This design comes from an exercise in tuning for small area, a short achievable clock period and few clock cycles per item on the open sky130 flow, not from production work. Function was not checked in any run shown here: the RTL went through the layout flow alone. No activity file was given, so power comes from the tool's default toggle rates.

==> flow/design.v (outline; a module is shown in full before it is edited, if it fits) <==
// module fpm: 1056 lines
// module fpm_fa: 4 lines
// module fpm_han: 4 lines
module fpm(
  input clk,
  input rst,
  input [31:0] number_in,
  input number_a_valid,
  output number_a_ready,
  input number_b_valid,
  output number_b_ready,
  output [31:0] number_out,
  output result_valid
);
  // ...
==> flow/run.sh <==
#!/bin/bash
# synth_recipe.tcl (not shown) runs the flow's synth.tcl, then flattens the netlist and writes it again
# the make line also repeats each setting of config.mk as NAME=value (left out here)
make -C /OpenROAD-flow-scripts/flow DESIGN_CONFIG=/design/flow/config.mk WORK_HOME=/design/flow/orfs CLKGATE_MAP_FILE= SYNTH_SCRIPT=/design/flow/synth_recipe.tcl finish
==> flow/config.mk <==
export PLATFORM = sky130hd
export DESIGN_NAME = fpm
export DESIGN_NICKNAME = fpm
export VERILOG_FILES = /design/flow/design.v
export SDC_FILE = /design/flow/constraint.sdc
export NUM_CORES = 4
export LEC_CHECK = 0
export CAP_MARGIN = 20
export CORE_MARGIN = 2
export CORE_UTILIZATION = 40
export SETUP_SLACK_MARGIN = 5
export SLEW_MARGIN = 20
export SYNTH_HIERARCHICAL = 1
==> flow/constraint.sdc <==
create_clock -name core_clock -period 9.0 [get_ports {clk}]
set_input_delay 1.8000 -clock core_clock [delete_from_list [all_inputs] [get_ports {clk}]]
set_output_delay 1.8000 -clock core_clock [all_outputs]
set_load 0.01 [all_outputs]
==> flow_summary_export.csv, run 1 <==
group,metric,value,unit
detailed_routing,met1_length,22.0,mm
placement,place_ws,4.51,ns
global_routing,grt_pass1_vias,15100,
logic_synthesis,synth-warning-count,7,
pwr,combPwrFrac,63.9,%
detailed_routing,drt_iter0_drc,985,
global_routing,grt_overflow,0,
cts,clk_pin_slew_worst_paths,0.06,ns
timing,worstMarginPinSlew,1.04,ns
global_routing,busiest_layer,"met2",
layout,fin_nets,2424,
logic_synthesis,ys_ff_latch,254,
layout,layout_commonest_cell,"nand2_1",
pwr,p_sw,3.83,mW
layout,seq-cell-share,26.6,%
logic_synthesis,synthSimpleGateAreaFrac,17.6,%
status,status,"complete, no violations",
critical_path,crit_type,"reg2reg",
layout,multi_input_gates,1531,
pwr,power_frac_clock,13.9,%
hold_path,hold_start,"s2_s$_DFFE_PN_",
critical_path,crit_path_max_fanout,14,
die,die_y,226,µm
critical_path,r2r_slack,5.19,ns
detailed_routing,first_pass_iters,5,
global_routing,gr-usage-met3,3.73,%
placement,port_buffers,70,
timing,finClkSkew,0.0184,ns
placement,routabilityCongestion,0.851,
hold_path,min_path_cells,0,
logic_synthesis,synthDominantCellAreaShare,27.5,%
critical_path,start_kind,"register",
critical_path,cp-end-kind,"register",
critical_path,crit_end,"tcn[30]$_DFF_P_",
pwr,seq_power_share,22.1,%
critical_path,slowest_stage,"fa_1",
critical_path,worstReg2RegStart,"rb[26]$_SDFFCE_PN0P_",
global_routing,antenna_found_initial,0,
detailed_routing,via_per_inst,5.33,
==> module fpm, before the edit <==
module fpm(
  input clk,
  input rst,
  input [31:0] number_in,
  input number_a_valid,
  output number_a_ready,
  input number_b_valid,
  output number_b_ready,
  output [31:0] number_out,
  output result_valid
);
  reg phase;             
  reg nrm_a, nrm_b;      
  reg vx, vy, vz, vw;    
  reg slow;              
  reg rv;
  reg ar_q, br_q;        
  reg [31:0] ra, rb;
  reg [4:0]  k;          
  reg [12:0] mm;         
  reg [36:0] tsn, tcn;   
  reg        c13, stlo;  
  reg [9:0]  s1_e;       
  reg        s1_s, s1_nan, s1_inf, s1_zero, s1_slow;
  reg [25:0] sig;        
  reg [9:0]  e;          
  reg        le0;        
  reg        s2_s, s2_nan, s2_inf, s2_zero;
  reg [31:0] out;
  wire [7:0] ea = ra[30:23];
  wire [7:0] eb = rb[30:23];
  wire ha = |ea;
  wire hb = |eb;
  wire [23:0] ma = {ha, ra[22:0]};
  wire [23:0] mb = {hb, rb[22:0]};
  wire fa0 = ~|ra[22:0];
  wire fb0 = ~|rb[22:0];
  wire a_zero = ~ha & fa0;
  wire b_zero = ~hb & fb0;
  wire a_max = &ea;
  wire b_max = &eb;
  wire a_nan = a_max & ~fa0;
  wire b_nan = b_max & ~fb0;
  wire a_inf = a_max & fa0;
  wire b_inf = b_max & fb0;
  wire [7:0] ein = number_in[30:23];
  wire in_f0 = ~|number_in[22:0];
  wire in_sub = ~|ein & ~in_f0;
  wire in_spec = (~|ein & in_f0) | &ein;
  wire a_sub = ~ha & ~fa0;
  wire a_spec = a_zero | a_max;
  wire go_a = a_sub & ~in_sub & ~in_spec;
  wire go_b = in_sub & ~a_sub & ~a_spec;
  wire normalising = nrm_a | nrm_b;
  wire vx_next;
  wire a_fire = number_a_valid & ar_q;
  wire b_fire = number_b_valid & br_q;
  assign number_a_ready = ar_q;
  assign number_b_ready = br_q;
  assign result_valid = rv;
  assign number_out = out;
  wire phase_n = a_fire | (phase & ~b_fire);
  wire nrm_a_n = b_fire ? go_a : (nrm_a & ~ra[22]);
  wire nrm_b_n = b_fire ? go_b : (nrm_b & ~rb[22]);
  wire slow_set = vx & ~x_nan & ~x_inf & ~x_zero & (ex[9] | (ex[9:1] == 9'd0));
  wire slow_n = slow_set | (slow & ~(vw & ~busy & ~vy & ~vz));
  assign vx_next = rst & ((b_fire & ~go_a & ~go_b) | (nrm_a & ra[22]) | (nrm_b & rb[22]));
  wire [23:0] acc_s = ~tsn[36:13] & {24{~vx}};
  wire [23:0] acc_c = ~tcn[36:13] & {24{~vx}};
  wire [36:0] tree_sn, tree_cn;
  wire t1 = ~(mb[0] & mm[0]);
  wire t2 = ~(acc_s[0]);
  wire t3 = ~(acc_c[0]);
  wire t4 = ~(mb[1] & mm[0]);
  wire t5 = ~(mb[0] & mm[1]);
  wire t6 = ~(acc_s[1]);
  wire t7 = ~(acc_c[1]);
  wire t8 = ~(mb[2] & mm[0]);
  wire t9 = ~(mb[1] & mm[1]);
  wire t10 = ~(mb[0] & mm[2]);
  wire t11 = ~(acc_s[2]);
  wire t12 = ~(acc_c[2]);
  wire t13 = ~(mb[3] & mm[0]);
  wire t14 = ~(mb[2] & mm[1]);
  wire t15 = ~(mb[1] & mm[2]);
  wire t16 = ~(mb[0] & mm[3]);
  wire t17 = ~(acc_s[3]);
  wire t18 = ~(acc_c[3]);
  wire t19 = ~(mb[4] & mm[0]);
  wire t20 = ~(mb[3] & mm[1]);
  wire t21 = ~(mb[2] & mm[2]);
  wire t22 = ~(mb[1] & mm[3]);
  wire t23 = ~(mb[0] & mm[4]);
  wire t24 = ~(acc_s[4]);
  wire t25 = ~(acc_c[4]);
  wire t26 = ~(mb[5] & mm[0]);
  wire t27 = ~(mb[4] & mm[1]);
  wire t28 = ~(mb[3] & mm[2]);
  wire t29 = ~(mb[2] & mm[3]);
  wire t30 = ~(mb[1] & mm[4]);
  wire t31 = ~(mb[0] & mm[5]);
  wire t32 = ~(acc_s[5]);
  wire t33 = ~(acc_c[5]);
  wire t34 = ~(mb[6] & mm[0]);
  wire t35 = ~(mb[5] & mm[1]);
  wire t36 = ~(mb[4] & mm[2]);
  wire t37 = ~(mb[3] & mm[3]);
  wire t38 = ~(mb[2] & mm[4]);
  wire t39 = ~(mb[1] & mm[5]);
  wire t40 = ~(mb[0] & mm[6]);
  wire t41 = ~(acc_s[6]);
  wire t42 = ~(acc_c[6]);
  wire t43 = ~(mb[7] & mm[0]);
  wire t44 = ~(mb[6] & mm[1]);
  wire t45 = ~(mb[5] & mm[2]);
  wire t46 = ~(mb[4] & mm[3]);
  wire t47 = ~(mb[3] & mm[4]);
  wire t48 = ~(mb[2] & mm[5]);
  wire t49 = ~(mb[1] & mm[6]);
  wire t50 = ~(mb[0] & mm[7]);
  wire t51 = ~(acc_s[7]);
  wire t52 = ~(acc_c[7]);
  wire t53 = ~(mb[8] & mm[0]);
  wire t54 = ~(mb[7] & mm[1]);
  wire t55 = ~(mb[6] & mm[2]);
  wire t56 = ~(mb[5] & mm[3]);
  wire t57 = ~(mb[4] & mm[4]);
  wire t58 = ~(mb[3] & mm[5]);
  wire t59 = ~(mb[2] & mm[6]);
  wire t60 = ~(mb[1] & mm[7]);
  wire t61 = ~(mb[0] & mm[8]);
  wire t62 = ~(acc_s[8]);
  wire t63 = ~(acc_c[8]);
  wire t64 = ~(mb[9] & mm[0]);
  wire t65 = ~(mb[8] & mm[1]);
  wire t66 = ~(mb[7] & mm[2]);
  wire t67 = ~(mb[6] & mm[3]);
  wire t68 = ~(mb[5] & mm[4]);
  wire t69 = ~(mb[4] & mm[5]);
  wire t70 = ~(mb[3] & mm[6]);
  wire t71 = ~(mb[2] & mm[7]);
  wire t72 = ~(mb[1] & mm[8]);
  wire t73 = ~(mb[0] & mm[9]);
  wire t74 = ~(acc_s[9]);
  wire t75 = ~(acc_c[9]);
  wire t76 = ~(mb[10] & mm[0]);
  wire t77 = ~(mb[9] & mm[1]);
  wire t78 = ~(mb[8] & mm[2]);
  wire t79 = ~(mb[7] & mm[3]);
  wire t80 = ~(mb[6] & mm[4]);
  wire t81 = ~(mb[5] & mm[5]);
  wire t82 = ~(mb[4] & mm[6]);
  wire t83 = ~(mb[3] & mm[7]);
  wire t84 = ~(mb[2] & mm[8]);
  wire t85 = ~(mb[1] & mm[9]);
  wire t86 = ~(mb[0] & mm[10]);
  wire t87 = ~(acc_s[10]);
  wire t88 = ~(acc_c[10]);
  wire t89 = ~((mb[0] & mm[11]) | (acc_s[11]));
  wire t90 = ~(mb[11] & mm[0]);
  wire t91 = ~(mb[10] & mm[1]);
  wire t92 = ~(mb[9] & mm[2]);
  wire t93 = ~(mb[8] & mm[3]);
  wire t94 = ~(mb[7] & mm[4]);
  wire t95 = ~(mb[6] & mm[5]);
  wire t96 = ~(mb[5] & mm[6]);
  wire t97 = ~(mb[4] & mm[7]);
  wire t98 = ~(mb[3] & mm[8]);
  wire t99 = ~(mb[2] & mm[9]);
  wire t100 = ~(mb[1] & mm[10]);
  wire t101 = ~(acc_c[11]);
  wire t102 = ~((mb[1] & mm[11]) | (acc_s[12]));
  wire t103 = ~((mb[0] & mm[12]) | (acc_c[12]));
  wire t104 = ~(mb[12] & mm[0]);
  wire t105 = ~(mb[11] & mm[1]);
  wire t106 = ~(mb[10] & mm[2]);
  wire t107 = ~(mb[9] & mm[3]);
  wire t108 = ~(mb[8] & mm[4]);
  wire t109 = ~(mb[7] & mm[5]);
  wire t110 = ~(mb[6] & mm[6]);
  wire t111 = ~(mb[5] & mm[7]);
  wire t112 = ~(mb[4] & mm[8]);
  wire t113 = ~(mb[3] & mm[9]);
  wire t114 = ~(mb[2] & mm[10]);
  wire t115 = ~((mb[2] & mm[11]) | (acc_s[13]));
  wire t116 = ~((mb[1] & mm[12]) | (acc_c[13]));
  wire t117 = ~(mb[13] & mm[0]);
  wire t118 = ~(mb[12] & mm[1]);
  wire t119 = ~(mb[11] & mm[2]);
  wire t120 = ~(mb[10] & mm[3]);
  wire t121 = ~(mb[9] & mm[4]);
  wire t122 = ~(mb[8] & mm[5]);
  wire t123 = ~(mb[7] & mm[6]);
  wire t124 = ~(mb[6] & mm[7]);
  wire t125 = ~(mb[5] & mm[8]);
  wire t126 = ~(mb[4] & mm[9]);
  wire t127 = ~(mb[3] & mm[10]);
  wire t128 = ~((mb[3] & mm[11]) | (acc_s[14]));
  wire t129 = ~((mb[2] & mm[12]) | (acc_c[14]));
  wire t130 = ~(mb[14] & mm[0]);
  wire t131 = ~(mb[13] & mm[1]);
  wire t132 = ~(mb[12] & mm[2]);
  wire t133 = ~(mb[11] & mm[3]);
  wire t134 = ~(mb[10] & mm[4]);
  wire t135 = ~(mb[9] & mm[5]);
  wire t136 = ~(mb[8] & mm[6]);
  wire t137 = ~(mb[7] & mm[7]);
  wire t138 = ~(mb[6] & mm[8]);
  wire t139 = ~(mb[5] & mm[9]);
  wire t140 = ~(mb[4] & mm[10]);
  wire t141 = ~((mb[4] & mm[11]) | (acc_s[15]));
  wire t142 = ~((mb[3] & mm[12]) | (acc_c[15]));
  wire t143 = ~(mb[15] & mm[0]);
  wire t144 = ~(mb[14] & mm[1]);
  wire t145 = ~(mb[13] & mm[2]);
  wire t146 = ~(mb[12] & mm[3]);
  wire t147 = ~(mb[11] & mm[4]);
  wire t148 = ~(mb[10] & mm[5]);
  wire t149 = ~(mb[9] & mm[6]);
  wire t150 = ~(mb[8] & mm[7]);
  wire t151 = ~(mb[7] & mm[8]);
  wire t152 = ~(mb[6] & mm[9]);
  wire t153 = ~(mb[5] & mm[10]);
  wire t154 = ~((mb[5] & mm[11]) | (acc_s[16]));
  wire t155 = ~((mb[4] & mm[12]) | (acc_c[16]));
  wire t156 = ~(mb[16] & mm[0]);
  wire t157 = ~(mb[15] & mm[1]);
  wire t158 = ~(mb[14] & mm[2]);
  wire t159 = ~(mb[13] & mm[3]);
  wire t160 = ~(mb[12] & mm[4]);
  wire t161 = ~(mb[11] & mm[5]);
  wire t162 = ~(mb[10] & mm[6]);
  wire t163 = ~(mb[9] & mm[7]);
  wire t164 = ~(mb[8] & mm[8]);
  wire t165 = ~(mb[7] & mm[9]);
  wire t166 = ~(mb[6] & mm[10]);
  wire t167 = ~((mb[6] & mm[11]) | (acc_s[17]));
  wire t168 = ~((mb[5] & mm[12]) | (acc_c[17]));
  wire t169 = ~(mb[17] & mm[0]);
  wire t170 = ~(mb[16] & mm[1]);
  wire t171 = ~(mb[15] & mm[2]);
  wire t172 = ~(mb[14] & mm[3]);
  wire t173 = ~(mb[13] & mm[4]);
  wire t174 = ~(mb[12] & mm[5]);
  wire t175 = ~(mb[11] & mm[6]);
  wire t176 = ~(mb[10] & mm[7]);
  wire t177 = ~(mb[9] & mm[8]);
  wire t178 = ~(mb[8] & mm[9]);
  wire t179 = ~(mb[7] & mm[10]);
  wire t180 = ~((mb[7] & mm[11]) | (acc_s[18]));
  wire t181 = ~((mb[6] & mm[12]) | (acc_c[18]));
  wire t182 = ~(mb[18] & mm[0]);
  wire t183 = ~(mb[17] & mm[1]);
  wire t184 = ~(mb[16] & mm[2]);
  wire t185 = ~(mb[15] & mm[3]);
  wire t186 = ~(mb[14] & mm[4]);
  wire t187 = ~(mb[13] & mm[5]);
  wire t188 = ~(mb[12] & mm[6]);
  wire t189 = ~(mb[11] & mm[7]);
  wire t190 = ~(mb[10] & mm[8]);
  wire t191 = ~(mb[9] & mm[9]);
  wire t192 = ~(mb[8] & mm[10]);
  wire t193 = ~((mb[8] & mm[11]) | (acc_s[19]));
  wire t194 = ~((mb[7] & mm[12]) | (acc_c[19]));
  wire t195 = ~(mb[19] & mm[0]);
  wire t196 = ~(mb[18] & mm[1]);
  wire t197 = ~(mb[17] & mm[2]);
  wire t198 = ~(mb[16] & mm[3]);
  wire t199 = ~(mb[15] & mm[4]);
  wire t200 = ~(mb[14] & mm[5]);
  wire t201 = ~(mb[13] & mm[6]);
  wire t202 = ~(mb[12] & mm[7]);
  wire t203 = ~(mb[11] & mm[8]);
  wire t204 = ~(mb[10] & mm[9]);
  wire t205 = ~(mb[9] & mm[10]);
  wire t206 = ~((mb[9] & mm[11]) | (acc_s[20]));
  wire t207 = ~((mb[8] & mm[12]) | (acc_c[20]));
  wire t208 = ~(mb[20] & mm[0]);
  wire t209 = ~(mb[19] & mm[1]);
  wire t210 = ~(mb[18] & mm[2]);
  wire t211 = ~(mb[17] & mm[3]);
  wire t212 = ~(mb[16] & mm[4]);
  wire t213 = ~(mb[15] & mm[5]);
  wire t214 = ~(mb[14] & mm[6]);
  wire t215 = ~(mb[13] & mm[7]);
  wire t216 = ~(mb[12] & mm[8]);
  wire t217 = ~(mb[11] & mm[9]);
  wire t218 = ~(mb[10] & mm[10]);
  wire t219 = ~((mb[10] & mm[11]) | (acc_s[21]));
  wire t220 = ~((mb[9] & mm[12]) | (acc_c[21]));
  wire t221 = ~(mb[21] & mm[0]);
  wire t222 = ~(mb[20] & mm[1]);
  wire t223 = ~(mb[19] & mm[2]);
  wire t224 = ~(mb[18] & mm[3]);
  wire t225 = ~(mb[17] & mm[4]);
  wire t226 = ~(mb[16] & mm[5]);
  wire t227 = ~(mb[15] & mm[6]);
  wire t228 = ~(mb[14] & mm[7]);
  wire t229 = ~(mb[13] & mm[8]);
  wire t230 = ~(mb[12] & mm[9]);
  wire t231 = ~(mb[11] & mm[10]);
  wire t232 = ~((mb[11] & mm[11]) | (acc_s[22]));
  wire t233 = ~((mb[10] & mm[12]) | (acc_c[22]));
  wire t234 = ~(mb[22] & mm[0]);
  wire t235 = ~(mb[21] & mm[1]);
  wire t236 = ~(mb[20] & mm[2]);
  wire t237 = ~(mb[19] & mm[3]);
  wire t238 = ~(mb[18] & mm[4]);
  wire t239 = ~(mb[17] & mm[5]);
  wire t240 = ~(mb[16] & mm[6]);
  wire t241 = ~(mb[15] & mm[7]);
  wire t242 = ~(mb[14] & mm[8]);
  wire t243 = ~(mb[13] & mm[9]);
  wire t244 = ~(mb[12] & mm[10]);
  wire t245 = ~((mb[12] & mm[11]) | (acc_s[23]));
  wire t246 = ~((mb[11] & mm[12]) | (acc_c[23]));
  wire t247 = ~(mb[23] & mm[0]);
  wire t248 = ~(mb[22] & mm[1]);
  wire t249 = ~(mb[21] & mm[2]);
  wire t250 = ~(mb[20] & mm[3]);
  wire t251 = ~(mb[19] & mm[4]);
  wire t252 = ~(mb[18] & mm[5]);
  wire t253 = ~(mb[17] & mm[6]);
  wire t254 = ~(mb[16] & mm[7]);
  wire t255 = ~(mb[15] & mm[8]);
  wire t256 = ~(mb[14] & mm[9]);
  wire t257 = ~(mb[13] & mm[10]);
  wire t258 = ~(mb[23] & mm[1]);
  wire t259 = ~(mb[22] & mm[2]);
  wire t260 = ~(mb[21] & mm[3]);
  wire t261 = ~(mb[20] & mm[4]);
  wire t262 = ~(mb[19] & mm[5]);
  wire t263 = ~(mb[18] & mm[6]);
  wire t264 = ~(mb[17] & mm[7]);
  wire t265 = ~(mb[16] & mm[8]);
  wire t266 = ~(mb[15] & mm[9]);
  wire t267 = ~(mb[14] & mm[10]);
  wire t268 = ~(mb[13] & mm[11]);
  wire t269 = ~(mb[12] & mm[12]);
  wire t270 = ~(mb[23] & mm[2]);
  wire t271 = ~(mb[22] & mm[3]);
  wire t272 = ~(mb[21] & mm[4]);
  wire t273 = ~(mb[20] & mm[5]);
  wire t274 = ~(mb[19] & mm[6]);
  wire t275 = ~(mb[18] & mm[7]);
  wire t276 = ~(mb[17] & mm[8]);
  wire t277 = ~(mb[16] & mm[9]);
  wire t278 = ~(mb[15] & mm[10]);
  wire t279 = ~(mb[14] & mm[11]);
  wire t280 = ~(mb[13] & mm[12]);
  wire t281 = ~(mb[23] & mm[3]);
  wire t282 = ~(mb[22] & mm[4]);
  wire t283 = ~(mb[21] & mm[5]);
  wire t284 = ~(mb[20] & mm[6]);
  wire t285 = ~(mb[19] & mm[7]);
  wire t286 = ~(mb[18] & mm[8]);
  wire t287 = ~(mb[17] & mm[9]);
  wire t288 = ~(mb[16] & mm[10]);
  wire t289 = ~(mb[15] & mm[11]);
  wire t290 = ~(mb[14] & mm[12]);
  wire t291 = ~(mb[23] & mm[4]);
  wire t292 = ~(mb[22] & mm[5]);
  wire t293 = ~(mb[21] & mm[6]);
  wire t294 = ~(mb[20] & mm[7]);
  wire t295 = ~(mb[19] & mm[8]);
  wire t296 = ~(mb[18] & mm[9]);
  wire t297 = ~(mb[17] & mm[10]);
  wire t298 = ~(mb[16] & mm[11]);
  wire t299 = ~(mb[15] & mm[12]);
  wire t300 = ~(mb[23] & mm[5]);
  wire t301 = ~(mb[22] & mm[6]);
  wire t302 = ~(mb[21] & mm[7]);
  wire t303 = ~(mb[20] & mm[8]);
  wire t304 = ~(mb[19] & mm[9]);
  wire t305 = ~(mb[18] & mm[10]);
  wire t306 = ~(mb[17] & mm[11]);
  wire t307 = ~(mb[16] & mm[12]);
  wire t308 = ~(mb[23] & mm[6]);
  wire t309 = ~(mb[22] & mm[7]);
  wire t310 = ~(mb[21] & mm[8]);
  wire t311 = ~(mb[20] & mm[9]);
  wire t312 = ~(mb[19] & mm[10]);
  wire t313 = ~(mb[18] & mm[11]);
  wire t314 = ~(mb[17] & mm[12]);
  wire t315 = ~(mb[23] & mm[7]);
  wire t316 = ~(mb[22] & mm[8]);
  wire t317 = ~(mb[21] & mm[9]);
  wire t318 = ~(mb[20] & mm[10]);
  wire t319 = ~(mb[19] & mm[11]);
  wire t320 = ~(mb[18] & mm[12]);
  wire t321 = ~(mb[23] & mm[8]);
  wire t322 = ~(mb[22] & mm[9]);
  wire t323 = ~(mb[21] & mm[10]);
  wire t324 = ~(mb[20] & mm[11]);
  wire t325 = ~(mb[19] & mm[12]);
  wire t326 = ~(mb[23] & mm[9]);
  wire t327 = ~(mb[22] & mm[10]);
  wire t328 = ~(mb[21] & mm[11]);
  wire t329 = ~(mb[20] & mm[12]);
  wire t330 = ~(mb[23] & mm[10]);
  wire t331 = ~(mb[22] & mm[11]);
  wire t332 = ~(mb[21] & mm[12]);
  wire t333 = ~(mb[23] & mm[11]);
  wire t334 = ~(mb[22] & mm[12]);
  wire t335 = ~(mb[23] & mm[12]);
  wire t336, t337;
  fpm_han u_t336 (.an(t43), .bn(t44), .sn(t336), .con(t337));
  wire t338, t339;
  fpm_fa u_t338 (.a(t53), .b(t54), .c(t55), .s(t338), .co(t339));
  wire t340, t341;
  fpm_han u_t340 (.an(t56), .bn(t57), .sn(t340), .con(t341));
  wire t342, t343;
  fpm_fa u_t342 (.a(t64), .b(t65), .c(t66), .s(t342), .co(t343));
  wire t344, t345;
  fpm_fa u_t344 (.a(t67), .b(t68), .c(t69), .s(t344), .co(t345));
  wire t346, t347;
  fpm_han u_t346 (.an(t70), .bn(t71), .sn(t346), .con(t347));
  wire t348, t349;
  fpm_fa u_t348 (.a(t76), .b(t77), .c(t78), .s(t348), .co(t349));
  wire t350, t351;
  fpm_fa u_t350 (.a(t79), .b(t80), .c(t81), .s(t350), .co(t351));
  wire t352, t353;
  fpm_fa u_t352 (.a(t82), .b(t83), .c(t84), .s(t352), .co(t353));
  wire t354, t355;
  fpm_han u_t354 (.an(t85), .bn(t86), .sn(t354), .con(t355));
  wire t356, t357;
  fpm_fa u_t356 (.a(t89), .b(t90), .c(t91), .s(t356), .co(t357));
  wire t358, t359;
  fpm_fa u_t358 (.a(t92), .b(t93), .c(t94), .s(t358), .co(t359));
  wire t360, t361;
  fpm_fa u_t360 (.a(t95), .b(t96), .c(t97), .s(t360), .co(t361));
  wire t362, t363;
  fpm_fa u_t362 (.a(t98), .b(t99), .c(t100), .s(t362), .co(t363));
  wire t364, t365;
  fpm_fa u_t364 (.a(t102), .b(t103), .c(t104), .s(t364), .co(t365));
  wire t366, t367;
  fpm_fa u_t366 (.a(t105), .b(t106), .c(t107), .s(t366), .co(t367));
  wire t368, t369;
  fpm_fa u_t368 (.a(t108), .b(t109), .c(t110), .s(t368), .co(t369));
  wire t370, t371;
  fpm_fa u_t370 (.a(t111), .b(t112), .c(t113), .s(t370), .co(t371));
  wire t372, t373;
  fpm_fa u_t372 (.a(t115), .b(t116), .c(t117), .s(t372), .co(t373));
  wire t374, t375;
  fpm_fa u_t374 (.a(t118), .b(t119), .c(t120), .s(t374), .co(t375));
  wire t376, t377;
  fpm_fa u_t376 (.a(t121), .b(t122), .c(t123), .s(t376), .co(t377));
  wire t378, t379;
  fpm_fa u_t378 (.a(t124), .b(t125), .c(t126), .s(t378), .co(t379));
  wire t380, t381;
  fpm_fa u_t380 (.a(t128), .b(t129), .c(t130), .s(t380), .co(t381));
  wire t382, t383;
  fpm_fa u_t382 (.a(t131), .b(t132), .c(t133), .s(t382), .co(t383));
  wire t384, t385;
  fpm_fa u_t384 (.a(t134), .b(t135), .c(t136), .s(t384), .co(t385));
  wire t386, t387;
  fpm_fa u_t386 (.a(t137), .b(t138), .c(t139), .s(t386), .co(t387));
  wire t388, t389;
  fpm_fa u_t388 (.a(t141), .b(t142), .c(t143), .s(t388), .co(t389));
  wire t390, t391;
  fpm_fa u_t390 (.a(t144), .b(t145), .c(t146), .s(t390), .co(t391));
  wire t392, t393;
  fpm_fa u_t392 (.a(t147), .b(t148), .c(t149), .s(t392), .co(t393));
  wire t394, t395;
  fpm_fa u_t394 (.a(t150), .b(t151), .c(t152), .s(t394), .co(t395));
  wire t396, t397;
  fpm_fa u_t396 (.a(t154), .b(t155), .c(t156), .s(t396), .co(t397));
  wire t398, t399;
  fpm_fa u_t398 (.a(t157), .b(t158), .c(t159), .s(t398), .co(t399));
  wire t400, t401;
  fpm_fa u_t400 (.a(t160), .b(t161), .c(t162), .s(t400), .co(t401));
  wire t402, t403;
  fpm_fa u_t402 (.a(t163), .b(t164), .c(t165), .s(t402), .co(t403));
  wire t404, t405;
  fpm_fa u_t404 (.a(t167), .b(t168), .c(t169), .s(t404), .co(t405));
  wire t406, t407;
  fpm_fa u_t406 (.a(t170), .b(t171), .c(t172), .s(t406), .co(t407));
  wire t408, t409;
  fpm_fa u_t408 (.a(t173), .b(t174), .c(t175), .s(t408), .co(t409));
  wire t410, t411;
  fpm_fa u_t410 (.a(t176), .b(t177), .c(t178), .s(t410), .co(t411));
  wire t412, t413;
  fpm_fa u_t412 (.a(t180), .b(t181), .c(t182), .s(t412), .co(t413));
  wire t414, t415;
  fpm_fa u_t414 (.a(t183), .b(t184), .c(t185), .s(t414), .co(t415));
  wire t416, t417;
  fpm_fa u_t416 (.a(t186), .b(t187), .c(t188), .s(t416), .co(t417));
  wire t418, t419;
  fpm_fa u_t418 (.a(t189), .b(t190), .c(t191), .s(t418), .co(t419));
  wire t420, t421;
  fpm_fa u_t420 (.a(t193), .b(t194), .c(t195), .s(t420), .co(t421));
  wire t422, t423;
  fpm_fa u_t422 (.a(t196), .b(t197), .c(t198), .s(t422), .co(t423));
  wire t424, t425;
  fpm_fa u_t424 (.a(t199), .b(t200), .c(t201), .s(t424), .co(t425));
  wire t426, t427;
  fpm_fa u_t426 (.a(t202), .b(t203), .c(t204), .s(t426), .co(t427));
  wire t428, t429;
  fpm_fa u_t428 (.a(t206), .b(t207), .c(t208), .s(t428), .co(t429));
  wire t430, t431;
  fpm_fa u_t430 (.a(t209), .b(t210), .c(t211), .s(t430), .co(t431));
  wire t432, t433;
  fpm_fa u_t432 (.a(t212), .b(t213), .c(t214), .s(t432), .co(t433));
  wire t434, t435;
  fpm_fa u_t434 (.a(t215), .b(t216), .c(t217), .s(t434), .co(t435));
  wire t436, t437;
  fpm_fa u_t436 (.a(t219), .b(t220), .c(t221), .s(t436), .co(t437));
  wire t438, t439;
  fpm_fa u_t438 (.a(t222), .b(t223), .c(t224), .s(t438), .co(t439));
  wire t440, t441;
  fpm_fa u_t440 (.a(t225), .b(t226), .c(t227), .s(t440), .co(t441));
  wire t442, t443;
  fpm_fa u_t442 (.a(t228), .b(t229), .c(t230), .s(t442), .co(t443));
  wire t444, t445;
  fpm_fa u_t444 (.a(t232), .b(t233), .c(t234), .s(t444), .co(t445));
  wire t446, t447;
  fpm_fa u_t446 (.a(t235), .b(t236), .c(t237), .s(t446), .co(t447));
  wire t448, t449;
  fpm_fa u_t448 (.a(t238), .b(t239), .c(t240), .s(t448), .co(t449));
  wire t450, t451;
  fpm_fa u_t450 (.a(t241), .b(t242), .c(t243), .s(t450), .co(t451));
  wire t452, t453;
  fpm_fa u_t452 (.a(t245), .b(t246), .c(t247), .s(t452), .co(t453));
  wire t454, t455;
  fpm_fa u_t454 (.a(t248), .b(t249), .c(t250), .s(t454), .co(t455));
  wire t456, t457;
  fpm_fa u_t456 (.a(t251), .b(t252), .c(t253), .s(t456), .co(t457));
  wire t458, t459;
  fpm_fa u_t458 (.a(t254), .b(t255), .c(t256), .s(t458), .co(t459));
  wire t460, t461;
  fpm_fa u_t460 (.a(t258), .b(t259), .c(t260), .s(t460), .co(t461));
  wire t462, t463;
  fpm_fa u_t462 (.a(t261), .b(t262), .c(t263), .s(t462), .co(t463));
  wire t464, t465;
  fpm_fa u_t464 (.a(t264), .b(t265), .c(t266), .s(t464), .co(t465));
  wire t466, t467;
  fpm_han u_t466 (.an(t267), .bn(t268), .sn(t466), .con(t467));
  wire t468, t469;
  fpm_fa u_t468 (.a(t270), .b(t271), .c(t272), .s(t468), .co(t469));
  wire t470, t471;
  fpm_fa u_t470 (.a(t273), .b(t274), .c(t275), .s(t470), .co(t471));
  wire t472, t473;
  fpm_fa u_t472 (.a(t276), .b(t277), .c(t278), .s(t472), .co(t473));
  wire t474, t475;
  fpm_fa u_t474 (.a(t281), .b(t282), .c(t283), .s(t474), .co(t475));
  wire t476, t477;
  fpm_fa u_t476 (.a(t284), .b(t285), .c(t286), .s(t476), .co(t477));
  wire t478, t479;
  fpm_fa u_t478 (.a(t291), .b(t292), .c(t293), .s(t478), .co(t479));
  wire t480, t481;
  fpm_han u_t480 (.an(t19), .bn(t20), .sn(t480), .con(t481));
  wire t482, t483;
  fpm_fa u_t482 (.a(t26), .b(t27), .c(t28), .s(t482), .co(t483));
  wire t484, t485;
  fpm_han u_t484 (.an(t29), .bn(t30), .sn(t484), .con(t485));
  wire t486, t487;
  fpm_fa u_t486 (.a(t34), .b(t35), .c(t36), .s(t486), .co(t487));
  wire t488, t489;
  fpm_fa u_t488 (.a(t37), .b(t38), .c(t39), .s(t488), .co(t489));
  wire t490, t491;
  fpm_han u_t490 (.an(t40), .bn(t41), .sn(t490), .con(t491));
  wire t492, t493;
  fpm_fa u_t492 (.a(t336), .b(t45), .c(t46), .s(t492), .co(t493));
  wire t494, t495;
  fpm_fa u_t494 (.a(t47), .b(t48), .c(t49), .s(t494), .co(t495));
  wire t496, t497;
  fpm_fa u_t496 (.a(t50), .b(t51), .c(t52), .s(t496), .co(t497));
  wire t498, t499;
  fpm_fa u_t498 (.a(t337), .b(t338), .c(t340), .s(t498), .co(t499));
  wire t500, t501;
  fpm_fa u_t500 (.a(t58), .b(t59), .c(t60), .s(t500), .co(t501));
  wire t502, t503;
  fpm_fa u_t502 (.a(t61), .b(t62), .c(t63), .s(t502), .co(t503));
  wire t504, t505;
  fpm_fa u_t504 (.a(t339), .b(t341), .c(t342), .s(t504), .co(t505));
  wire t506, t507;
  fpm_fa u_t506 (.a(t344), .b(t346), .c(t72), .s(t506), .co(t507));
  wire t508, t509;
  fpm_fa u_t508 (.a(t73), .b(t74), .c(t75), .s(t508), .co(t509));
  wire t510, t511;
  fpm_fa u_t510 (.a(t343), .b(t345), .c(t347), .s(t510), .co(t511));
  wire t512, t513;
  fpm_fa u_t512 (.a(t348), .b(t350), .c(t352), .s(t512), .co(t513));
  wire t514, t515;
  fpm_fa u_t514 (.a(t354), .b(t87), .c(t88), .s(t514), .co(t515));
  wire t516, t517;
  fpm_fa u_t516 (.a(t349), .b(t351), .c(t353), .s(t516), .co(t517));
  wire t518, t519;
  fpm_fa u_t518 (.a(t355), .b(t356), .c(t358), .s(t518), .co(t519));
  wire t520, t521;
  fpm_fa u_t520 (.a(t360), .b(t362), .c(t101), .s(t520), .co(t521));
  wire t522, t523;
  fpm_fa u_t522 (.a(t357), .b(t359), .c(t361), .s(t522), .co(t523));
  wire t524, t525;
  fpm_fa u_t524 (.a(t363), .b(t364), .c(t366), .s(t524), .co(t525));
  wire t526, t527;
  fpm_fa u_t526 (.a(t368), .b(t370), .c(t114), .s(t526), .co(t527));
  wire t528, t529;
  fpm_fa u_t528 (.a(t365), .b(t367), .c(t369), .s(t528), .co(t529));
  wire t530, t531;
  fpm_fa u_t530 (.a(t371), .b(t372), .c(t374), .s(t530), .co(t531));
  wire t532, t533;
  fpm_fa u_t532 (.a(t376), .b(t378), .c(t127), .s(t532), .co(t533));
  wire t534, t535;
  fpm_fa u_t534 (.a(t373), .b(t375), .c(t377), .s(t534), .co(t535));
  wire t536, t537;
  fpm_fa u_t536 (.a(t379), .b(t380), .c(t382), .s(t536), .co(t537));
  wire t538, t539;
  fpm_fa u_t538 (.a(t384), .b(t386), .c(t140), .s(t538), .co(t539));
  wire t540, t541;
  fpm_fa u_t540 (.a(t381), .b(t383), .c(t385), .s(t540), .co(t541));
  wire t542, t543;
  fpm_fa u_t542 (.a(t387), .b(t388), .c(t390), .s(t542), .co(t543));
  wire t544, t545;
  fpm_fa u_t544 (.a(t392), .b(t394), .c(t153), .s(t544), .co(t545));
  wire t546, t547;
  fpm_fa u_t546 (.a(t389), .b(t391), .c(t393), .s(t546), .co(t547));
  wire t548, t549;
  fpm_fa u_t548 (.a(t395), .b(t396), .c(t398), .s(t548), .co(t549));
  wire t550, t551;
  fpm_fa u_t550 (.a(t400), .b(t402), .c(t166), .s(t550), .co(t551));
  wire t552, t553;
  fpm_fa u_t552 (.a(t397), .b(t399), .c(t401), .s(t552), .co(t553));
  wire t554, t555;
  fpm_fa u_t554 (.a(t403), .b(t404), .c(t406), .s(t554), .co(t555));
  wire t556, t557;
  fpm_fa u_t556 (.a(t408), .b(t410), .c(t179), .s(t556), .co(t557));
  wire t558, t559;
  fpm_fa u_t558 (.a(t405), .b(t407), .c(t409), .s(t558), .co(t559));
  wire t560, t561;
  fpm_fa u_t560 (.a(t411), .b(t412), .c(t414), .s(t560), .co(t561));
  wire t562, t563;
  fpm_fa u_t562 (.a(t416), .b(t418), .c(t192), .s(t562), .co(t563));
  wire t564, t565;
  fpm_fa u_t564 (.a(t413), .b(t415), .c(t417), .s(t564), .co(t565));
  wire t566, t567;
  fpm_fa u_t566 (.a(t419), .b(t420), .c(t422), .s(t566), .co(t567));
  wire t568, t569;
  fpm_fa u_t568 (.a(t424), .b(t426), .c(t205), .s(t568), .co(t569));
  wire t570, t571;
  fpm_fa u_t570 (.a(t421), .b(t423), .c(t425), .s(t570), .co(t571));
  wire t572, t573;
  fpm_fa u_t572 (.a(t427), .b(t428), .c(t430), .s(t572), .co(t573));
  wire t574, t575;
  fpm_fa u_t574 (.a(t432), .b(t434), .c(t218), .s(t574), .co(t575));
  wire t576, t577;
  fpm_fa u_t576 (.a(t429), .b(t431), .c(t433), .s(t576), .co(t577));
  wire t578, t579;
  fpm_fa u_t578 (.a(t435), .b(t436), .c(t438), .s(t578), .co(t579));
  wire t580, t581;
  fpm_fa u_t580 (.a(t440), .b(t442), .c(t231), .s(t580), .co(t581));
  wire t582, t583;
  fpm_fa u_t582 (.a(t437), .b(t439), .c(t441), .s(t582), .co(t583));
  wire t584, t585;
  fpm_fa u_t584 (.a(t443), .b(t444), .c(t446), .s(t584), .co(t585));
  wire t586, t587;
  fpm_fa u_t586 (.a(t448), .b(t450), .c(t244), .s(t586), .co(t587));
  wire t588, t589;
  fpm_fa u_t588 (.a(t445), .b(t447), .c(t449), .s(t588), .co(t589));
  wire t590, t591;
  fpm_fa u_t590 (.a(t451), .b(t452), .c(t454), .s(t590), .co(t591));
  wire t592, t593;
  fpm_fa u_t592 (.a(t456), .b(t458), .c(t257), .s(t592), .co(t593));
  wire t594, t595;
  fpm_fa u_t594 (.a(t453), .b(t455), .c(t457), .s(t594), .co(t595));
  wire t596, t597;
  fpm_fa u_t596 (.a(t459), .b(t460), .c(t462), .s(t596), .co(t597));
  wire t598, t599;
  fpm_fa u_t598 (.a(t464), .b(t466), .c(t269), .s(t598), .co(t599));
  wire t600, t601;
  fpm_fa u_t600 (.a(t461), .b(t463), .c(t465), .s(t600), .co(t601));
  wire t602, t603;
  fpm_fa u_t602 (.a(t467), .b(t468), .c(t470), .s(t602), .co(t603));
  wire t604, t605;
  fpm_fa u_t604 (.a(t472), .b(t279), .c(t280), .s(t604), .co(t605));
  wire t606, t607;
  fpm_fa u_t606 (.a(t469), .b(t471), .c(t473), .s(t606), .co(t607));
  wire t608, t609;
  fpm_fa u_t608 (.a(t474), .b(t476), .c(t287), .s(t608), .co(t609));
  wire t610, t611;
  fpm_fa u_t610 (.a(t288), .b(t289), .c(t290), .s(t610), .co(t611));
  wire t612, t613;
  fpm_fa u_t612 (.a(t475), .b(t477), .c(t478), .s(t612), .co(t613));
  wire t614, t615;
  fpm_fa u_t614 (.a(t294), .b(t295), .c(t296), .s(t614), .co(t615));
  wire t616, t617;
  fpm_fa u_t616 (.a(t297), .b(t298), .c(t299), .s(t616), .co(t617));
  wire t618, t619;
  fpm_fa u_t618 (.a(t479), .b(t300), .c(t301), .s(t618), .co(t619));
  wire t620, t621;
  fpm_fa u_t620 (.a(t302), .b(t303), .c(t304), .s(t620), .co(t621));
  wire t622, t623;
  fpm_fa u_t622 (.a(t305), .b(t306), .c(t307), .s(t622), .co(t623));
  wire t624, t625;
  fpm_fa u_t624 (.a(t308), .b(t309), .c(t310), .s(t624), .co(t625));
  wire t626, t627;
  fpm_fa u_t626 (.a(t311), .b(t312), .c(t313), .s(t626), .co(t627));
  wire t628, t629;
  fpm_fa u_t628 (.a(t315), .b(t316), .c(t317), .s(t628), .co(t629));
  wire t630, t631;
  fpm_han u_t630 (.an(t8), .bn(t9), .sn(t630), .con(t631));
  wire t632, t633;
  fpm_fa u_t632 (.a(t13), .b(t14), .c(t15), .s(t632), .co(t633));
  wire t634, t635;
  fpm_han u_t634 (.an(t16), .bn(t17), .sn(t634), .con(t635));
  wire t636, t637;
  fpm_fa u_t636 (.a(t480), .b(t21), .c(t22), .s(t636), .co(t637));
  wire t638, t639;
  fpm_fa u_t638 (.a(t23), .b(t24), .c(t25), .s(t638), .co(t639));
  wire t640, t641;
  fpm_fa u_t640 (.a(t481), .b(t482), .c(t484), .s(t640), .co(t641));
  wire t642, t643;
  fpm_fa u_t642 (.a(t31), .b(t32), .c(t33), .s(t642), .co(t643));
  wire t644, t645;
  fpm_fa u_t644 (.a(t483), .b(t485), .c(t486), .s(t644), .co(t645));
  wire t646, t647;
  fpm_fa u_t646 (.a(t488), .b(t490), .c(t42), .s(t646), .co(t647));
  wire t648, t649;
  fpm_fa u_t648 (.a(t487), .b(t489), .c(t491), .s(t648), .co(t649));
  wire t650, t651;
  fpm_fa u_t650 (.a(t492), .b(t494), .c(t496), .s(t650), .co(t651));
  wire t652, t653;
  fpm_fa u_t652 (.a(t493), .b(t495), .c(t497), .s(t652), .co(t653));
  wire t654, t655;
  fpm_fa u_t654 (.a(t498), .b(t500), .c(t502), .s(t654), .co(t655));
  wire t656, t657;
  fpm_fa u_t656 (.a(t499), .b(t501), .c(t503), .s(t656), .co(t657));
  wire t658, t659;
  fpm_fa u_t658 (.a(t504), .b(t506), .c(t508), .s(t658), .co(t659));
  wire t660, t661;
  fpm_fa u_t660 (.a(t505), .b(t507), .c(t509), .s(t660), .co(t661));
  wire t662, t663;
  fpm_fa u_t662 (.a(t510), .b(t512), .c(t514), .s(t662), .co(t663));
  wire t664, t665;
  fpm_fa u_t664 (.a(t511), .b(t513), .c(t515), .s(t664), .co(t665));
  wire t666, t667;
  fpm_fa u_t666 (.a(t516), .b(t518), .c(t520), .s(t666), .co(t667));
  wire t668, t669;
  fpm_fa u_t668 (.a(t517), .b(t519), .c(t521), .s(t668), .co(t669));
  wire t670, t671;
  fpm_fa u_t670 (.a(t522), .b(t524), .c(t526), .s(t670), .co(t671));
  wire t672, t673;
  fpm_fa u_t672 (.a(t523), .b(t525), .c(t527), .s(t672), .co(t673));
  wire t674, t675;
  fpm_fa u_t674 (.a(t528), .b(t530), .c(t532), .s(t674), .co(t675));
  wire t676, t677;
  fpm_fa u_t676 (.a(t529), .b(t531), .c(t533), .s(t676), .co(t677));
  wire t678, t679;
  fpm_fa u_t678 (.a(t534), .b(t536), .c(t538), .s(t678), .co(t679));
  wire t680, t681;
  fpm_fa u_t680 (.a(t535), .b(t537), .c(t539), .s(t680), .co(t681));
  wire t682, t683;
  fpm_fa u_t682 (.a(t540), .b(t542), .c(t544), .s(t682), .co(t683));
  wire t684, t685;
  fpm_fa u_t684 (.a(t541), .b(t543), .c(t545), .s(t684), .co(t685));
  wire t686, t687;
  fpm_fa u_t686 (.a(t546), .b(t548), .c(t550), .s(t686), .co(t687));
  wire t688, t689;
  fpm_fa u_t688 (.a(t547), .b(t549), .c(t551), .s(t688), .co(t689));
  wire t690, t691;
  fpm_fa u_t690 (.a(t552), .b(t554), .c(t556), .s(t690), .co(t691));
  wire t692, t693;
  fpm_fa u_t692 (.a(t553), .b(t555), .c(t557), .s(t692), .co(t693));
  wire t694, t695;
  fpm_fa u_t694 (.a(t558), .b(t560), .c(t562), .s(t694), .co(t695));
  wire t696, t697;
  fpm_fa u_t696 (.a(t559), .b(t561), .c(t563), .s(t696), .co(t697));
  wire t698, t699;
  fpm_fa u_t698 (.a(t564), .b(t566), .c(t568), .s(t698), .co(t699));
  wire t700, t701;
  fpm_fa u_t700 (.a(t565), .b(t567), .c(t569), .s(t700), .co(t701));
  wire t702, t703;
  fpm_fa u_t702 (.a(t570), .b(t572), .c(t574), .s(t702), .co(t703));
  wire t704, t705;
  fpm_fa u_t704 (.a(t571), .b(t573), .c(t575), .s(t704), .co(t705));
  wire t706, t707;
  fpm_fa u_t706 (.a(t576), .b(t578), .c(t580), .s(t706), .co(t707));
  wire t708, t709;
  fpm_fa u_t708 (.a(t577), .b(t579), .c(t581), .s(t708), .co(t709));
  wire t710, t711;
  fpm_fa u_t710 (.a(t582), .b(t584), .c(t586), .s(t710), .co(t711));
  wire t712, t713;
  fpm_fa u_t712 (.a(t583), .b(t585), .c(t587), .s(t712), .co(t713));
  wire t714, t715;
  fpm_fa u_t714 (.a(t588), .b(t590), .c(t592), .s(t714), .co(t715));
  wire t716, t717;
  fpm_fa u_t716 (.a(t589), .b(t591), .c(t593), .s(t716), .co(t717));
  wire t718, t719;
  fpm_fa u_t718 (.a(t594), .b(t596), .c(t598), .s(t718), .co(t719));
  wire t720, t721;
  fpm_fa u_t720 (.a(t595), .b(t597), .c(t599), .s(t720), .co(t721));
  wire t722, t723;
  fpm_fa u_t722 (.a(t600), .b(t602), .c(t604), .s(t722), .co(t723));
  wire t724, t725;
  fpm_fa u_t724 (.a(t601), .b(t603), .c(t605), .s(t724), .co(t725));
  wire t726, t727;
  fpm_fa u_t726 (.a(t606), .b(t608), .c(t610), .s(t726), .co(t727));
  wire t728, t729;
  fpm_fa u_t728 (.a(t607), .b(t609), .c(t611), .s(t728), .co(t729));
  wire t730, t731;
  fpm_fa u_t730 (.a(t612), .b(t614), .c(t616), .s(t730), .co(t731));
  wire t732, t733;
  fpm_fa u_t732 (.a(t613), .b(t615), .c(t617), .s(t732), .co(t733));
  wire t734, t735;
  fpm_fa u_t734 (.a(t618), .b(t620), .c(t622), .s(t734), .co(t735));
  wire t736, t737;
  fpm_fa u_t736 (.a(t619), .b(t621), .c(t623), .s(t736), .co(t737));
  wire t738, t739;
  fpm_fa u_t738 (.a(t624), .b(t626), .c(t314), .s(t738), .co(t739));
  wire t740, t741;
  fpm_fa u_t740 (.a(t625), .b(t627), .c(t628), .s(t740), .co(t741));
  wire t742, t743;
  fpm_fa u_t742 (.a(t318), .b(t319), .c(t320), .s(t742), .co(t743));
  wire t744, t745;
  fpm_fa u_t744 (.a(t629), .b(t321), .c(t322), .s(t744), .co(t745));
  wire t746, t747;
  fpm_fa u_t746 (.a(t323), .b(t324), .c(t325), .s(t746), .co(t747));
  wire t748, t749;
  fpm_fa u_t748 (.a(t326), .b(t327), .c(t328), .s(t748), .co(t749));
  wire t750, t751;
  fpm_han u_t750 (.an(t4), .bn(t5), .sn(t750), .con(t751));
  wire t752, t753;
  fpm_fa u_t752 (.a(t630), .b(t10), .c(t11), .s(t752), .co(t753));
  wire t754, t755;
  fpm_fa u_t754 (.a(t631), .b(t632), .c(t634), .s(t754), .co(t755));
  wire t756, t757;
  fpm_fa u_t756 (.a(t633), .b(t635), .c(t636), .s(t756), .co(t757));
  wire t758, t759;
  fpm_fa u_t758 (.a(t637), .b(t639), .c(t640), .s(t758), .co(t759));
  wire t760, t761;
  fpm_fa u_t760 (.a(t641), .b(t643), .c(t644), .s(t760), .co(t761));
  wire t762, t763;
  fpm_fa u_t762 (.a(t645), .b(t647), .c(t648), .s(t762), .co(t763));
  wire t764, t765;
  fpm_fa u_t764 (.a(t649), .b(t651), .c(t652), .s(t764), .co(t765));
  wire t766, t767;
  fpm_fa u_t766 (.a(t653), .b(t655), .c(t656), .s(t766), .co(t767));
  wire t768, t769;
  fpm_fa u_t768 (.a(t657), .b(t659), .c(t660), .s(t768), .co(t769));
  wire t770, t771;
  fpm_fa u_t770 (.a(t661), .b(t663), .c(t664), .s(t770), .co(t771));
  wire t772, t773;
  fpm_fa u_t772 (.a(t665), .b(t667), .c(t668), .s(t772), .co(t773));
  wire t774, t775;
  fpm_fa u_t774 (.a(t669), .b(t671), .c(t672), .s(t774), .co(t775));
  wire t776, t777;
  fpm_fa u_t776 (.a(t673), .b(t675), .c(t676), .s(t776), .co(t777));
  wire t778, t779;
  fpm_fa u_t778 (.a(t677), .b(t679), .c(t680), .s(t778), .co(t779));
  wire t780, t781;
  fpm_fa u_t780 (.a(t681), .b(t683), .c(t684), .s(t780), .co(t781));
  wire t782, t783;
  fpm_fa u_t782 (.a(t685), .b(t687), .c(t688), .s(t782), .co(t783));
  wire t784, t785;
  fpm_fa u_t784 (.a(t689), .b(t691), .c(t692), .s(t784), .co(t785));
  wire t786, t787;
  fpm_fa u_t786 (.a(t693), .b(t695), .c(t696), .s(t786), .co(t787));
  wire t788, t789;
  fpm_fa u_t788 (.a(t697), .b(t699), .c(t700), .s(t788), .co(t789));
  wire t790, t791;
  fpm_fa u_t790 (.a(t701), .b(t703), .c(t704), .s(t790), .co(t791));
  wire t792, t793;
  fpm_fa u_t792 (.a(t705), .b(t707), .c(t708), .s(t792), .co(t793));
  wire t794, t795;
  fpm_fa u_t794 (.a(t709), .b(t711), .c(t712), .s(t794), .co(t795));
  wire t796, t797;
  fpm_fa u_t796 (.a(t713), .b(t715), .c(t716), .s(t796), .co(t797));
  wire t798, t799;
  fpm_fa u_t798 (.a(t717), .b(t719), .c(t720), .s(t798), .co(t799));
  wire t800, t801;
  fpm_fa u_t800 (.a(t721), .b(t723), .c(t724), .s(t800), .co(t801));
  wire t802, t803;
  fpm_fa u_t802 (.a(t725), .b(t727), .c(t728), .s(t802), .co(t803));
  wire t804, t805;
  fpm_fa u_t804 (.a(t729), .b(t731), .c(t732), .s(t804), .co(t805));
  wire t806, t807;
  fpm_fa u_t806 (.a(t733), .b(t735), .c(t736), .s(t806), .co(t807));
  wire t808, t809;
  fpm_fa u_t808 (.a(t737), .b(t739), .c(t740), .s(t808), .co(t809));
  wire t810, t811;
  fpm_fa u_t810 (.a(t741), .b(t743), .c(t744), .s(t810), .co(t811));
  wire t812, t813;
  fpm_fa u_t812 (.a(t745), .b(t747), .c(t748), .s(t812), .co(t813));
  wire t814, t815;
  fpm_fa u_t814 (.a(t749), .b(t330), .c(t331), .s(t814), .co(t815));
  wire t816, t817;
  fpm_han u_t816 (.an(t1), .bn(t2), .sn(t816), .con(t817));
  wire t818, t819;
  fpm_fa u_t818 (.a(t750), .b(t6), .c(t7), .s(t818), .co(t819));
  wire t820, t821;
  fpm_fa u_t820 (.a(t751), .b(t752), .c(t12), .s(t820), .co(t821));
  wire t822, t823;
  fpm_fa u_t822 (.a(t753), .b(t754), .c(t18), .s(t822), .co(t823));
  wire t824, t825;
  fpm_fa u_t824 (.a(t755), .b(t756), .c(t638), .s(t824), .co(t825));
  wire t826, t827;
  fpm_fa u_t826 (.a(t757), .b(t758), .c(t642), .s(t826), .co(t827));
  wire t828, t829;
  fpm_fa u_t828 (.a(t759), .b(t760), .c(t646), .s(t828), .co(t829));
  wire t830, t831;
  fpm_fa u_t830 (.a(t761), .b(t762), .c(t650), .s(t830), .co(t831));
  wire t832, t833;
  fpm_fa u_t832 (.a(t763), .b(t764), .c(t654), .s(t832), .co(t833));
  wire t834, t835;
  fpm_fa u_t834 (.a(t765), .b(t766), .c(t658), .s(t834), .co(t835));
  wire t836, t837;
  fpm_fa u_t836 (.a(t767), .b(t768), .c(t662), .s(t836), .co(t837));
  wire t838, t839;
  fpm_fa u_t838 (.a(t769), .b(t770), .c(t666), .s(t838), .co(t839));
  wire t840, t841;
  fpm_fa u_t840 (.a(t771), .b(t772), .c(t670), .s(t840), .co(t841));
  wire t842, t843;
  fpm_fa u_t842 (.a(t773), .b(t774), .c(t674), .s(t842), .co(t843));
  wire t844, t845;
  fpm_fa u_t844 (.a(t775), .b(t776), .c(t678), .s(t844), .co(t845));
  wire t846, t847;
  fpm_fa u_t846 (.a(t777), .b(t778), .c(t682), .s(t846), .co(t847));
  wire t848, t849;
  fpm_fa u_t848 (.a(t779), .b(t780), .c(t686), .s(t848), .co(t849));
  wire t850, t851;
  fpm_fa u_t850 (.a(t781), .b(t782), .c(t690), .s(t850), .co(t851));
  wire t852, t853;
  fpm_fa u_t852 (.a(t783), .b(t784), .c(t694), .s(t852), .co(t853));
  wire t854, t855;
  fpm_fa u_t854 (.a(t785), .b(t786), .c(t698), .s(t854), .co(t855));
  wire t856, t857;
  fpm_fa u_t856 (.a(t787), .b(t788), .c(t702), .s(t856), .co(t857));
  wire t858, t859;
  fpm_fa u_t858 (.a(t789), .b(t790), .c(t706), .s(t858), .co(t859));
  wire t860, t861;
  fpm_fa u_t860 (.a(t791), .b(t792), .c(t710), .s(t860), .co(t861));
  wire t862, t863;
  fpm_fa u_t862 (.a(t793), .b(t794), .c(t714), .s(t862), .co(t863));
  wire t864, t865;
  fpm_fa u_t864 (.a(t795), .b(t796), .c(t718), .s(t864), .co(t865));
  wire t866, t867;
  fpm_fa u_t866 (.a(t797), .b(t798), .c(t722), .s(t866), .co(t867));
  wire t868, t869;
  fpm_fa u_t868 (.a(t799), .b(t800), .c(t726), .s(t868), .co(t869));
  wire t870, t871;
  fpm_fa u_t870 (.a(t801), .b(t802), .c(t730), .s(t870), .co(t871));
  wire t872, t873;
  fpm_fa u_t872 (.a(t803), .b(t804), .c(t734), .s(t872), .co(t873));
  wire t874, t875;
  fpm_fa u_t874 (.a(t805), .b(t806), .c(t738), .s(t874), .co(t875));
  wire t876, t877;
  fpm_fa u_t876 (.a(t807), .b(t808), .c(t742), .s(t876), .co(t877));
  wire t878, t879;
  fpm_fa u_t878 (.a(t809), .b(t810), .c(t746), .s(t878), .co(t879));
  wire t880, t881;
  fpm_fa u_t880 (.a(t811), .b(t812), .c(t329), .s(t880), .co(t881));
  wire t882, t883;
  fpm_fa u_t882 (.a(t813), .b(t814), .c(t332), .s(t882), .co(t883));
  wire t884, t885;
  fpm_fa u_t884 (.a(t815), .b(t333), .c(t334), .s(t884), .co(t885));
  assign tree_sn = {1'b1, t885, t883, t881, t879, t877, t875, t873, t871, t869, t867, t865, t863, t861, t859, t857, t855, t853, t851, t849, t847, t845, t843, t841, t839, t837, t835, t833, t831, t829, t827, t825, t823, t821, t819, t817, t816};
  assign tree_cn = {1'b1, t335, t884, t882, t880, t878, t876, t874, t872, t870, t868, t866, t864, t862, t860, t858, t856, t854, t852, t850, t848, t846, t844, t842, t840, t838, t836, t834, t832, t830, t828, t826, t824, t822, t820, t818, t3};
  wire [9:0] ex = {2'b00, ea | {7'd0, ~ha}} + {2'b00, eb | {7'd0, ~hb}} - 10'd126 - {5'd0, k};
  wire x_nan = a_nan | b_nan | (a_inf & b_zero) | (b_inf & a_zero);
  wire x_inf = (a_inf | b_inf) & ~x_nan;
  wire x_zero = (a_zero | b_zero) & ~x_nan & ~x_inf;
  wire [13:0] lo = {1'b0, ~tsn[12:0]} + {1'b0, ~tcn[12:0]};
  wire [34:0] phn = tsn[34:0] + tcn[34:0] + {34'd0, ~c13};
  wire [34:0] ph = ~phn;   
  wire        p47 = ph[34];
  wire [25:0] sig_z = p47 ? {ph[34:10], stlo | |ph[9:0]} : {ph[33:9], stlo | |ph[8:0]};
  wire [9:0]  s1_em1 = s1_e - 10'd1;
  wire [9:0]  e_z = p47 ? s1_e : s1_em1;
  wire        le0_z = p47 ? (s1_e[9] | (s1_e == 10'd0)) : (s1_em1[9] | (s1_em1 == 10'd0));
  wire busy = vw & ~s2_nan & ~s2_inf & ~s2_zero & le0;
  wire [22:0] mant = sig[24:2];
  wire        inc  = sig[1] & (sig[0] | mant[0]);
  wire [9:0]  fe   = e & {10{sig[25]}};
  wire [32:0] rnd  = {fe, mant} + {32'd0, inc};
  wire        ovf  = rnd[32:23] >= 10'd255;
  wire [31:0] res_w = s2_nan  ? {s2_s, 31'h7fc00000} :
                      s2_zero ? {s2_s, 31'd0} :
                      (s2_inf | ovf) ? {s2_s, 8'hff, 23'd0} :
                      {s2_s, rnd[30:0]};
  always @(posedge clk) begin
    if (a_fire)
      ra <= number_in;
    else if (nrm_a) begin
      ra[22:0] <= {ra[21:0], 1'b0};
      if (ra[22]) ra[30:23] <= 8'd1;
    end
    if (b_fire)
      rb <= number_in;
    else if (nrm_b) begin
      rb[22:0] <= {rb[21:0], 1'b0};
      if (rb[22]) rb[30:23] <= 8'd1;
    end
    if (b_fire)
      k <= 5'd0;
    else if (normalising)
      k <= k + 5'd1;
    if (vx) begin
      s1_e <= ex;
      s1_s <= (ra[31] ^ rb[31]) & ~(a_nan | b_nan);
      s1_nan <= x_nan;
      s1_inf <= x_inf;
      s1_zero <= x_zero;
    end
    tsn <= tree_sn;
    tcn <= tree_cn;
    c13 <= lo[13];
    stlo <= |lo[12:0];
    if (b_fire)
      mm <= ra[12:0];
    else if (vx)
      mm <= {2'b00, ma[23:13]};
    else if (nrm_a)
      mm <= {ra[11:0], 1'b0};
    else
      mm <= ra[12:0];
    if (!busy) begin
      sig <= sig_z;
      e <= e_z;
      le0 <= le0_z;
      s2_s <= s1_s;
    end else begin
      sig <= {1'b0, sig[25:2], sig[1] | sig[0]};
      e <= e + 10'd1;
      le0 <= e[9];
    end
    s2_nan <= s1_nan & ~busy;
    s2_inf <= s1_inf & ~busy;
    s2_zero <= s1_zero & ~busy;
    out <= res_w;
    if (rst == 0) begin
      phase <= 1'b0;
      nrm_a <= 1'b0;
      nrm_b <= 1'b0;
      vx <= 1'b0;
      vy <= 1'b0;
      vz <= 1'b0;
      vw <= 1'b0;
      slow <= 1'b0;
      rv <= 1'b0;
      ar_q <= 1'b1;      
      br_q <= 1'b0;
    end else begin
      phase <= phase_n;
      nrm_a <= nrm_a_n;
      nrm_b <= nrm_b_n;
      vx <= vx_next;
      vy <= vx;
      vz <= vy;
      vw <= vz | busy;
      rv <= vw & ~busy;
      slow <= slow_n;
      ar_q <= ~phase_n & ~nrm_a_n & ~nrm_b_n;
      br_q <= phase_n & ~slow_n;
    end
  end
endmodule
==> run 2: changes to the inputs <==
--- a/flow/design.v
+++ b/flow/design.v
@@ -19,2 +19,3 @@
   reg [31:0] ra, rb;
+  reg        hb;         
   reg [4:0]  k;          
@@ -33,3 +34,3 @@
   wire ha = |ea;
-  wire hb = |eb;
+  wire hb_e = |eb;
   wire [23:0] ma = {ha, ra[22:0]};
@@ -39,3 +40,3 @@
   wire a_zero = ~ha & fa0;
-  wire b_zero = ~hb & fb0;
+  wire b_zero = ~hb_e & fb0;
   wire a_max = &ea;
@@ -65,4 +66,5 @@
   wire nrm_b_n = b_fire ? go_b : (nrm_b & ~rb[22]);
-  wire slow_set = vx & ~x_nan & ~x_inf & ~x_zero & (ex[9] | (ex[9:1] == 9'd0));
-  wire slow_n = slow_set | (slow & ~(vw & ~busy & ~vy & ~vz));
+  wire [8:0] esum_in = {1'b0, ea | {7'd0, ~ha}} + {1'b0, ein | {7'd0, ~|ein}};
+  wire slow_set = b_fire & (go_a | go_b | (esum_in <= 9'd127));
+  wire slow_n = slow_set | (slow & ~(vw & ~busy & ~vx & ~vy & ~vz & ~normalising));
   assign vx_next = rst & ((b_fire & ~go_a & ~go_b) | (nrm_a & ra[22]) | (nrm_b & rb[22]));
@@ -958,3 +960,3 @@
   assign tree_cn = {1'b1, t335, t884, t882, t880, t878, t876, t874, t872, t870, t868, t866, t864, t862, t860, t858, t856, t854, t852, t850, t848, t846, t844, t842, t840, t838, t836, t834, t832, t830, t828, t826, t824, t822, t820, t818, t3};
-  wire [9:0] ex = {2'b00, ea | {7'd0, ~ha}} + {2'b00, eb | {7'd0, ~hb}} - 10'd126 - {5'd0, k};
+  wire [9:0] ex = {2'b00, ea | {7'd0, ~ha}} + {2'b00, eb | {7'd0, ~hb_e}} - 10'd126 - {5'd0, k};
   wire x_nan = a_nan | b_nan | (a_inf & b_zero) | (b_inf & a_zero);
@@ -994,2 +996,6 @@
     if (b_fire)
+      hb <= |ein;
+    else if (nrm_b & rb[22])
+      hb <= 1'b1;
+    if (b_fire)
       k <= 5'd0;
==> run 2 against run 1 <==
  * Still clean on timing, DRC and antenna
  * Final area up 1.8%
  * Fmax up 0.75%
  * Critical path depth down 2
  * Routed wire length up 2.8%
  * Synthesized area up 1.9%
  * Sequential cell count up 1
  * Clock skew down 0.0016 ns
  * Via count up 2.7%
  * Non-clock buffer count down 2
  * Critical path type unchanged
  * Critical endpoint is now tcn[19]$_DFF_P_
  * Largest power group unchanged
==> flow_summary_export.csv, run 2 <==
group,metric,value,unit
pwr,p_per_area,375,nW/µm²
pwr,power_frac_clock,15.1,%
flow_run,cap_violations,0,
critical_path,crit_type,"reg2reg",
die,die_y,229,µm
status,status,"complete, no violations",
logic_synthesis,ys.flop_type,"dfxtp_1",
logic_synthesis,ys_top_cells_by_area,"fa_1 27%, dfxtp_1 17%, edfxtp_1 12%",
critical_path,rr_endpoint,"tcn[19]$_DFF_P_",
layout,syn_to_final_growth,11.5,%
timing,finClkSkew,0.0168,ns
logic_synthesis,netlist_instances,2073,
global_routing,grt_pass1_vias,15800,
pwr,p_int,4.67,mW
timing,max_freq,265,MHz
global_routing,grt_overflow,0,
cts,clk_pin_slew_worst_paths,0.06,ns
pwr,p_sw_share,44.7,%
detailed_routing,wl_per_cell,19.4,µm
logic_synthesis,synthDominantCellAreaShare,27.1,%
placement,dpl.hpwl,38.8,mm
logic_synthesis,synth_commonest_cells,"444 x nand2_1, 273 x fa_1, 175 x dfxtp_1",
logic_synthesis,synth_fp_nets,2470,
pwr,seq_power_share,23.1,%
cts,hold_buffers,0,
critical_path,r2r_slack,5.22,ns
critical_path,setup.worst_path.start,"rb[7]$_DFFE_PP_",
detailed_routing,met1_length,23.6,mm
logic_synthesis,ys_ff_latch,255,
layout,mostFrequentLayoutCells,"443 x nand2_1, 273 x fa_1, 173 x dfxtp_1",
critical_path,crit_path_max_fanout,15,
timing,finalSetupViolCount,0,
critical_path,reg2reg_depth,6,
critical_path,cp-end-kind,"register",
global_routing,grt_max_degree,64,
detailed_routing,drt_iter0_drc,978,
layout,diodes,0,
placement,port_buffers,70,
pwr,p_sw,3.77,mW
critical_path,required,9.46,ns
die,die-area,52200,µm²
logic_synthesis,synthArstFlopShare,0,%
logic_synthesis,synth_edf_count,80,
die,core,50000,µm²
critical_path,start_kind,"register",
cts,clock_sinks,255,
die,initial_core_util,40.4,%
detailed_routing,first_pass_iters,5,
critical_path,critPathMaxStageDelay,0.94,ns
detailed_routing,via_per_inst,5.37,
logic_synthesis,synth_cell_types,84,
pwr,combPwrFrac,61.8,%
critical_path,worstReg2RegStart,"rb[7]$_DFFE_PP_",
timing,relSlewSlack,25.0,%
critical_path,slowest_stage,"edfxtp_1",
global_routing,antenna_found_initial,0,
cts,clk_latency,0.58,ns
pwr,ir_worst_vdd,234,µV
detailed_routing,routed.top_layer,"met4",
logic_synthesis,synth_most_common_cell,"nand2_1",
detailed_routing,via_count,14900,
global_routing,grt_use_total,20.8,%
logic_synthesis,avgSynthCellArea,9.73,µm²
placement,routabilityCongestion,0.852,
logic_synthesis,ys_seq_area_share,29.3,%
timing,worstMarginPinSlew,1.12,ns
layout,fin_nets,2480,
layout,layout_commonest_cell,"nand2_1",
pwr,p_leak,8.97,nW
logic_synthesis,synth-warning-count,7,
critical_path,crit_end,"tcn[19]$_DFF_P_",
## run 2: what timing repair did
| action | 4_1_cts | 5_1_grt |
|---|---|---|
| cloned | 1 | 0 |
| pin swaps | 1 | 0 |
| setup buffers | 0 | 0 |
| resized for setup | 3 | 13 |
| setup endpoints to repair | 29 | 5 |
## run 2: how the worst min path moves through the flow
stage / to / cells after the start / from / slack, ns
after floorplan: out[31]$_DFF_P_ / 0 / s2_s$_DFFE_PN_ / 0.32
after global placement: out[31]$_DFF_P_ / 0 / s2_s$_DFFE_PN_ / 0.39
after detailed placement: out[31]$_DFF_P_ / 0 / s2_s$_DFFE_PN_ / 0.40
after CTS: out[31]$_DFF_P_ / 0 / s2_s$_DFFE_PN_ / 0.42
after global routing: out[31]$_DFF_P_ / 0 / s2_s$_DFFE_PN_ / 0.42
final: out[31]$_DFF_P_ / 0 / s2_s$_DFFE_PN_ / 0.42
## run 2: power groups by stage
stage,Clock (mW),Sequential (mW),Combinational (mW)
6_report,1.28,1.95,5.21
5_1_grt,1.34,1.98,5.90
4_1_cts,1.30,1.94,5.20
3_5_place_dp,0,1.96,5.14
3_3_place_gp,0,1.96,5.03
2_1_floorplan,0,1.79,3.99
## run 2: final cells by class
| cell class | count | area [µm²] | share of cell area [%] |
|---|---|---|---|
| clock buffer | 39 | 866 | 3.85 |
| clock inverter | 15 | 180 | 0.802 |
| inverter | 133 | 499 | 2.22 |
| multi-input combinational | 1575 | 13300 | 59.3 |
| sequential | 255 | 5910 | 26.3 |
| tap | 672 | 841 | 3.74 |
| timing repair buffer | 88 | 863 | 3.84 |
## run 2: kinds of logic (layout without fill, tap and decap cells)
| kind of cell | Yosys count | count (layout) | share of synthesized area (%) |
|---|---|---|---|
| AND/OR/NAND/NOR | 820 | 820 | 18.6 |
| multiplexers | 35 | 35 | 1.89 |
| adder cells (fa/ha/maj) | 361 | 361 | 32.6 |
| buffers and inverters | 244 | 275 | 4.85 |
| XOR/XNOR | 96 | 97 | 4.30 |
| AO/OA/AOI/OAI | 262 | 262 | 8.52 |
| flip-flops | 255 | 255 | 29.3 |
## run 2: critical path: cells and delay by family, from the launching register on
family	cells	cell delay, ns
adder cells (fa/ha/maj)	5	2.51
flip-flops	1	0.94
AO/OA/AOI/OAI	1	0.20
## run 2: layer usage
| layer | vias up | track usage [%] |
|---|---|---|
| met5 | - | 0 |
| met4 | 0 | 5.98 |
| met3 | 103 | 4.12 |
| met2 | 492 | 34.3 |
| met1 | 7441 | 27.8 |
| li1 | 6867 | - |
## run 2: through the flow
| step | utilization, % | total power [mW] | hold WS (ns) | cells | setup slack [ns] |
|---|---|---|---|---|---|
| 6_report | 45.0 | 8.44 | 0.418 | 2777 | 5.22 |
| 5_1_grt | 45.0 | 9.23 | 0.423 | 2777 | 5.00 |
| 4_1_cts | 44.9 | 8.44 | 0.415 | 2777 | 4.91 |
| 3_5_place_dp | 42.8 | 7.10 | 0.396 | 2722 | 4.27 |
| 3_3_place_gp | 42.8 | 6.99 | 0.393 | 2722 | 4.25 |
| 2_1_floorplan | - | 5.78 | 0.323 | 2073 | 5.03 |
## run 2: per-module statistics from Yosys, one instance, submodules excluded
module,cells inside,copies in the design,area [µm²]
fpm,1750,1,14600
fpm_fa,1,263,20.0
fpm_han,5,12,27.5

Check on run 2: ideal ports give 5.220 ns setup slack; a clkbuf_16 on the clock port and buf_2 on the inputs give 5.220 ns; moving port delays by the midpoint clock arrival (0.631 ns) as well gives 4.696 ns.
